Background: an optimization exercise with open tools, aiming at small area, a short achievable clock period and few clock cycles per item. Do not read the settings as production practice. In this exercise RTL edits were held to simulation tests only and were not proved equivalent to the original.

Design murmur_multi, start of the top module:
module murmur_multi#(
    parameter NUM_HASHER = 4
)(
    input logic clk,
    input logic resetn,
    output logic [NUM_HASHER-1:0] in_ready,
    input logic [NUM_HASHER-1:0] [63:0] in_data,
    input logic [NUM_HASHER-1:0] in_valid,
    input logic [NUM_HASHER-1:0] in_last_processed,
    input logic [NUM_HASHER-1:0] [63:0] in_serialnum,
    input logic [NUM_HASHER-1:0] out_ready,
    output logic [NUM_HASHER-1:0] [63:0] out_tuple,
    output logic [NUM_HASHER-1:0] [31:0] out_tag,
    output logic [NUM_HASHER-1:0] out_valid,
    output logic [NUM_HASHER-1:0] out_last_processed,
    output logic [NUM_HASHER-1:0] [63:0] out_serialnum
    );
for (genvar i = 0; i < NUM_HASHER; i = i + 1) begin : lane
    logic [95:0] out_data;
    murmur murmur_inst (
            .clk(clk),
            .resetn(resetn),
            .in_ready(in_ready[i]),
            .in_data(in_data[i]),
            .in_valid(in_valid[i]),
            .in_last_processed(in_last_processed[i]),
            .in_serialnum(in_serialnum[i]),
            .out_ready(out_ready[i]),
            .out_valid(out_valid[i]),
            .out_data(out_data),
            .out_last_processed(out_last_processed[i]),
            .out_serialnum(out_serialnum[i])
        );
    assign out_tuple[i] = out_data[63:0];
    assign out_tag[i] = out_data[95:64];
end
endmodule
Size: roughly 3,900 cells after synthesis, ~60,000 um2 of cells after synthesis.
==> flow/config.mk <==
export PLATFORM = sky130hd
export DESIGN_NAME = murmur_multi
export DESIGN_NICKNAME = murmur_multi
export VERILOG_FILES = /design/flow/design.v
export SDC_FILE = /design/flow/constraint.sdc
export NUM_CORES = 4
export LEC_CHECK = 0
export CAP_MARGIN = 20
export CORE_MARGIN = 2
export CORE_UTILIZATION = 58
export SETUP_SLACK_MARGIN = 0.6
export SLEW_MARGIN = 20
export SYNTH_HIERARCHICAL = 1
export SYNTH_MINIMUM_KEEP_SIZE = 0
==> flow/constraint.sdc <==
create_clock -name core_clock -period 8.0 [get_ports {clk}]
set_input_delay 1.6000 -clock core_clock [delete_from_list [all_inputs] [get_ports {clk}]]
set_output_delay 1.6000 -clock core_clock [all_outputs]
set_load 0.01 [all_outputs]
standard.sh (not shown) runs the stock make flow with config.mk's settings and CLKGATE_MAP_FILE= SYNTH_SCRIPT=/design/flow/synth_recipe.tcl, a recipe that flattens the netlist after the stock synthesis.
==> flow/flow/run.sh <==
#!/bin/bash
# The standard layout, with plain buf_1 cells as the port buffers (buffer_ports
# otherwise picks clkdlybuf4s50_1 delay cells). Every port is still buffered.
set -euo pipefail
export BUFFER_PORTS_ARGS="-buffer_cell sky130_fd_sc_hd__buf_1"
bash standard.sh > standard.log 2>&1
The starting point died in I/O pin placement (3_2_place_iop) (PPL-0024).
Testbench counts at the start, summed over its fixed seeds: cycles 12,008, items 48,000.
Rerun with:
Settings changed: CORE_UTILIZATION 58 to 55, SETUP_SLACK_MARGIN 0.6 to 0.8.
Now the flow completed with no timing, DRC or antenna violations. Synthesized cell count is unchanged. Synthesized area stays the same.
Rerun with:
Settings changed: SETUP_SLACK_MARGIN 0.8 to 0.6, TNS_END_PERCENT set to 10.
=> Worst hold slack barely changes. Global-route usage came out lower by 0.33 points. Critical path depth decreases by 3. Via count came out lower by 1.2%. Sequential cell count does not change. Cell count went down by 0.99%. Wire length drops by 1.2%. Core utilization drops by 1.5 points. Synthesized cell count is unchanged.
Rerun with:
Settings changed: CTS_BUF_LIST set to sky130_fd_sc_hd__clkbuf_8, CTS_CLUSTER_SIZE set to 30, SETUP_SLACK_MARGIN 0.6 to 0.8, TNS_END_PERCENT 10 to unset.
Non-clock buffer count is higher by 108.
Routed wire length grows by a few percent.
Worst setup slack improves by 120 ps.
Cell count is higher by a few percent.
Cell area increases by a few percent.
Utilization is higher by 2.1 points.
Die area stays the same.
Maximum frequency increases slightly.


Another version of the RTL of murmur_multi (not shown whole).
For scale: about 3700 cells after synthesis, roughly 59000 um2 of cells after synthesis.
## murmur_multi
module murmur_multi#(
    parameter NUM_HASHER = 4
)(
    input logic clk,
    input logic resetn,
    output logic [NUM_HASHER-1:0] in_ready,
    input logic [NUM_HASHER-1:0] [63:0] in_data,
    input logic [NUM_HASHER-1:0] in_valid,
    input logic [NUM_HASHER-1:0] in_last_processed,
    input logic [NUM_HASHER-1:0] [63:0] in_serialnum,
    input logic [NUM_HASHER-1:0] out_ready,
    output logic [NUM_HASHER-1:0] [63:0] out_tuple,
    output logic [NUM_HASHER-1:0] [31:0] out_tag,
    output logic [NUM_HASHER-1:0] out_valid,
    output logic [NUM_HASHER-1:0] out_last_processed,
    output logic [NUM_HASHER-1:0] [63:0] out_serialnum
    );
for (genvar i = 0; i < NUM_HASHER; i = i + 1) begin : lane
    logic [95:0] out_data;
    murmur murmur_inst (
            .clk(clk),
            .resetn(resetn),
            .in_ready(in_ready[i]),
            .in_data(in_data[i]),
            .in_valid(in_valid[i]),
  ...
export LEC_CHECK = 0
export CAP_MARGIN = 20
export CORE_MARGIN = 2
export CORE_UTILIZATION = 50
export SETUP_SLACK_MARGIN = 0.9
export SLEW_MARGIN = 20
export SYNTH_HIERARCHICAL = 1
export SYNTH_MINIMUM_KEEP_SIZE = 0
export TNS_END_PERCENT = 10
create_clock -name core_clock -period 8.0 [get_ports {clk}]
Scripts as last shown in full above: flow/flow/run.sh
The starting point went through all stages and came out clean.
Testbench counts at the start, summed over its fixed seeds: cycles 12,008, items 48,000.
Next try:
--- a/flow/config.mk
+++ b/flow/config.mk
@@ -10 +10 @@
-export CORE_UTILIZATION = 50
+export CORE_UTILIZATION = 55
The new run passed the timing, DRC and antenna checks.
Sequential share of layout area went up by 0.13 points.
Routed wire length went up by about 18%.
Cell area went down by about 0.5%.
Area after synthesis stays the same.
Die area went down by 9.0%.
Clock skew is unchanged.
Via count went up by 5.3%.
Final cell count went down by about 2%.
Register-to-register slack is worse by 0.06 ns.
Worst setup slack is worse by 0.014 ns.
Next try:
--- a/flow/config.mk
+++ b/flow/config.mk
@@ -11 +11 @@
-export SETUP_SLACK_MARGIN = 0.9
+export SETUP_SLACK_MARGIN = 0.6
- clock skew does not change
- area after synthesis stays the same
- final cell count goes down by 0.83%
- first-iteration DRC count drops by 1.6%
- wire length shrinks by 1.0%
- critical path depth drops by 2
- non-clock buffer count fell by 51
- maximum frequency went down by 4.0%
Next try:
--- a/flow/config.mk
+++ b/flow/config.mk
@@ -11 +11,2 @@
-export SETUP_SLACK_MARGIN = 0.6
+export PLACE_DENSITY = 0.5
+export SETUP_SLACK_MARGIN = 0.9
=> The new run passed the timing, DRC and antenna checks. Wire length went down by about 1.5%. Non-clock buffer count went up by 49. Cell count went up by about 0.64%. Via count went up by about 1.3%. Die area is unchanged. Critical path depth went up by 3. Final area went up by about 1.5%. Worst setup slack improved by 0.16 ns.
Next try:
--- a/flow/config.mk
+++ b/flow/config.mk
@@ -11,2 +11 @@
-export PLACE_DENSITY = 0.5
-export SETUP_SLACK_MARGIN = 0.9
+export SETUP_SLACK_MARGIN = 1.05
After rerunning:
- The changed run ran to the end with no violations
- global-route usage rose by 1.4 points
- clock skew is unchanged
- design area rose slightly
Next try:
--- a/flow/config.mk
+++ b/flow/config.mk
@@ -11 +11 @@
-export SETUP_SLACK_MARGIN = 1.05
+export SETUP_SLACK_MARGIN = 1.2
The changed run produced a clean layout.
Sequential cell count does not change.
Non-clock buffer count rose by 15.
Hold slack improved by 0.0061 ns.
Worst setup slack hardly moves.
Wire length stays flat.
Count of clock-buffer cells in the layout does not change.
Design area rose by 0.30%.
Clock skew is unchanged.
First-iteration DRC count rose by 0.78%.


Setup of quartz:
RTL: one of the versions met above, not the one the previous note started from.
For scale: roughly 3,900 cells after synthesis, roughly 650 flip-flops, ~1,200 I/O pins, about 60,000 um^2 of cells after synthesis.
export LEC_CHECK = 0
export CAP_MARGIN = 20
export CORE_MARGIN = 2
export CORE_UTILIZATION = 55
export SETUP_SLACK_MARGIN = 0.9
export SLEW_MARGIN = 20
export SYNTH_HIERARCHICAL = 1
export SYNTH_MINIMUM_KEEP_SIZE = 0
export TNS_END_PERCENT = 10
create_clock -name core_clock -period 8.0 [get_ports {clk}]
Scripts as last shown in full above: flow/flow/run.sh
Testbench counts of quartz, summed over its fixed seeds: cycles 12,008, items 48,000.
What willow does differently from quartz at the input level:
- putting CTS_BUF_LIST at sky130_fd_sc_hd__clkbuf_8 where nothing was set
- swapping 0.9 for 0.8 in SETUP_SLACK_MARGIN
- swapping 55 for 65 in CORE_UTILIZATION
- putting CTS_CLUSTER_SIZE at 30 where nothing was set
- clearing TNS_END_PERCENT, which used to be 10
==> comparison <==
- Delta (willow minus quartz): number of distinct standard cells referenced by the synthesized netlist shows no meaningful change, post-synthesis simple-gate area fraction held.
- willow | ERROR | I/O pin placement
- quartz reached the end of the flow, and the finished layout is clean on the timing, DRC and antenna checks.
- Synthesized cell count came out exactly the same in quartz and willow.
- Comparing quartz against willow, there is no change at all in mux share of post-synthesis cell area.
- Area after synthesis: willow vs quartz identical
- Diff quartz -> willow | width of the die | down by a little under 10%
- [compare] base=quartz new=willow: vertical extent of the die shows a reduction of 26 um; post-synthesis share of cell area spent on xor and xnor gates stayed essentially flat; initial cell density of the core up 10 points.
- Site row count (lower): willow
--- input diff willow..yarrow ---
- CTS_BUF_LIST: sky130_fd_sc_hd__clkbuf_8 -> unset
- SETUP_SLACK_MARGIN: 0.8 -> 0.6
- CORE_UTILIZATION: 65 -> 55
- CTS_CLUSTER_SIZE: 30 -> unset
### Flow results
yarrow reached the end of the flow, and the finished layout is clean on the timing, DRC and antenna checks.
Reported for yarrow and willow, xor and xnor fraction of the mapped netlist area turned out identical to the last digit.
yarrow vs willow — effective utilization at floorplan dropped 10 points.


Setup of amber:
Another version of the RTL of murmur_multi (not shown whole).
Size in the first run: about 4100 cells after synthesis, roughly 61000 um2 of cells after synthesis.
export LEC_CHECK = 0
export CAP_MARGIN = 20
export CORE_MARGIN = 2
export CORE_UTILIZATION = 55
export SETUP_SLACK_MARGIN = 1.6
export SLEW_MARGIN = 20
export SYNTH_HIERARCHICAL = 1
export SYNTH_MINIMUM_KEEP_SIZE = 0
create_clock -name core_clock -period 8.0 [get_ports {clk}]
Scripts as last shown in full above: flow/flow/run.sh
amber closes out successfully: all stages finished, all timing, DRC and antenna checks passed.
Testbench counts of amber, summed over its fixed seeds: cycles 12,008, items 48,000.
### amber -> fjord
- SETUP_SLACK_MARGIN: 1.6 -> unset
- CORE_UTILIZATION: 55 -> 40
==> flow/run.sh (new file) <==
#!/bin/bash
# synth_recipe.tcl (not shown) runs the flow's synth.tcl, then flattens the netlist and writes it again
# the make line also repeats each setting of config.mk as NAME=value (left out here)
make -C /OpenROAD-flow-scripts/flow DESIGN_CONFIG=/design/flow/config.mk WORK_HOME=/design/flow/orfs CLKGATE_MAP_FILE= SYNTH_SCRIPT=/design/flow/synth_recipe.tcl finish
removed: flow/flow/run.sh
removed: flow/standard.sh
==> comparison <==
Setup slack: fjord worse than amber. fjord against amber; final-layout fill cell count is up by more than half. Between amber and fjord, slew of the pin with the lowest slew margin is higher for fjord, amber comes in under that. fjord vs amber, final cell count went up by 247. Cell area | fjord vs amber | fjord larger. Compared with amber, fjord shows number of clock buffers in the layout lower by 1. amber has higher count of buffers not belonging to the clock network in the layout than fjord.
Input changes introduced in zinc (baseline for comparison: fjord):
==> flow/flow/run.sh (new file) <==
#!/bin/bash
# The standard layout, with plain buf_1 cells as the port buffers (buffer_ports
# otherwise picks clkdlybuf4s50_1 delay cells). Every port is still buffered.
set -euo pipefail
export BUFFER_PORTS_ARGS="-buffer_cell sky130_fd_sc_hd__buf_1"
bash standard.sh > standard.log 2>&1
==> flow/standard.sh (new file) <==
#!/bin/bash
# synth_recipe.tcl (not shown) runs the flow's synth.tcl, then flattens the netlist and writes it again
# the make line also repeats each setting of config.mk as NAME=value (left out here)
make -C /OpenROAD-flow-scripts/flow DESIGN_CONFIG=/design/flow/config.mk WORK_HOME=/design/flow/orfs CLKGATE_MAP_FILE= SYNTH_SCRIPT=/design/flow/synth_recipe.tcl "${@:-finish}"
removed: flow/run.sh
Results
- zinc | stages: all done | timing, DRC, antenna: all pass
- Changes observed in zinc relative to fjord: post-synthesis to final-layout area growth dropped 13 points, aggregate routed wire length went down.
- Looking only at pin slew with the least headroom to its limit, and setting everything else aside, the higher value of zinc and fjord goes to fjord.
- Going from fjord to zinc, first-iteration DRC count grows by about 4%.
- zinc vs fjord, capturing element of the worst setup path: out_tag[111] vs out_tag[47]
- The clock-pin transition on the worst setup and hold timing paths on fjord is in line with that on zinc.
- Core util | zinc vs fjord | zinc lower
#### Input delta (raven over zinc)
- CORE_UTILIZATION: 40 -> 55
- SETUP_SLACK_MARGIN: unset -> 0.8
Results
- Comparing raven against zinc, there is no change at all in number of slew-limit violations in the final report.
- | global-route wire length before repair | raven vs zinc | worse |
- raven: via count of the first global-routing pass higher than zinc
- The quantity of gates resized following cts of raven exceeds that of zinc by 168.

==> what the ideal ports hide <==
The results above use ideal ports. As a check the final layouts listed here were re-extracted and re-timed, cells and wires unchanged. Step 1: set_driving_cell puts a clkbuf_16 on clk and a buf_2 on each other input, an assumption about the parent block. Step 2 adds t to the input delays and takes it off the output delays; t is the mean of the earliest and latest rising clock arrival at the registers after step 1. Input paths then give back, and output paths get back, about the clock's delay inside the block. Three values: ideal ports, drivers, drivers and shift; two values: the first two.
run	t (ns)	setup slack, ns	clock arrival spread, ns	worst register clock-pin slew, ns	pins driven straight from the clock port
the second run of note 1	0.734	0.642 / 0.557 / 0.671	0.066 / 0.066	0.07 / 0.07	1
the third run of note 1	0.736	0.538 / 0.452 / 0.690	0.065 / 0.065	0.07 / 0.07	1
the fourth run of note 1	0.875	0.658 / 0.574 / 0.664	0.067 / 0.067	0.08 / 0.08	1
the first run of note 2	0.760	0.915 / 0.830 / 0.568	0.038 / 0.037	0.07 / 0.07	1
the second run of note 2	0.746	0.901 / 0.817 / 0.680	0.052 / 0.051	0.08 / 0.08	1
the third run of note 2	0.749	0.602 / 0.517 / 0.645	0.046 / 0.046	0.07 / 0.07	1
the fourth run of note 2	0.752	0.758 / 0.674 / 0.577	0.047 / 0.047	0.07 / 0.07	1
the fifth run of note 2	0.746	0.905 / 0.819 / 0.646	0.044 / 0.044	0.07 / 0.07	1
the sixth run of note 2	0.748	0.907 / 0.825 / 0.676	0.053 / 0.053	0.07 / 0.07	1
quartz	0.740	0.717 / 0.630 / 0.667	0.066 / 0.066	0.07 / 0.07	1
yarrow	0.730	0.622 / 0.535 / 0.704	0.055 / 0.055	0.07 / 0.07	1
amber	0.736	0.864 / 0.797 / 1.040	0.049 / 0.049	0.06 / 0.06	1
fjord	0.772	0.165 / 0.071 / 0.313	0.056 / 0.056	0.07 / 0.07	1
zinc	0.780	0.221 / 0.134 / 0.603	0.093 / 0.092	0.07 / 0.07	1
raven	0.736	0.789 / 0.719 / 0.539	0.036 / 0.036	0.07 / 0.07	1
After both steps setup and hold are still met in every run listed. The setup slack of the first run of note 2, which loses most, moves by -0.085 ns with the drivers and by -0.347 ns with both steps.
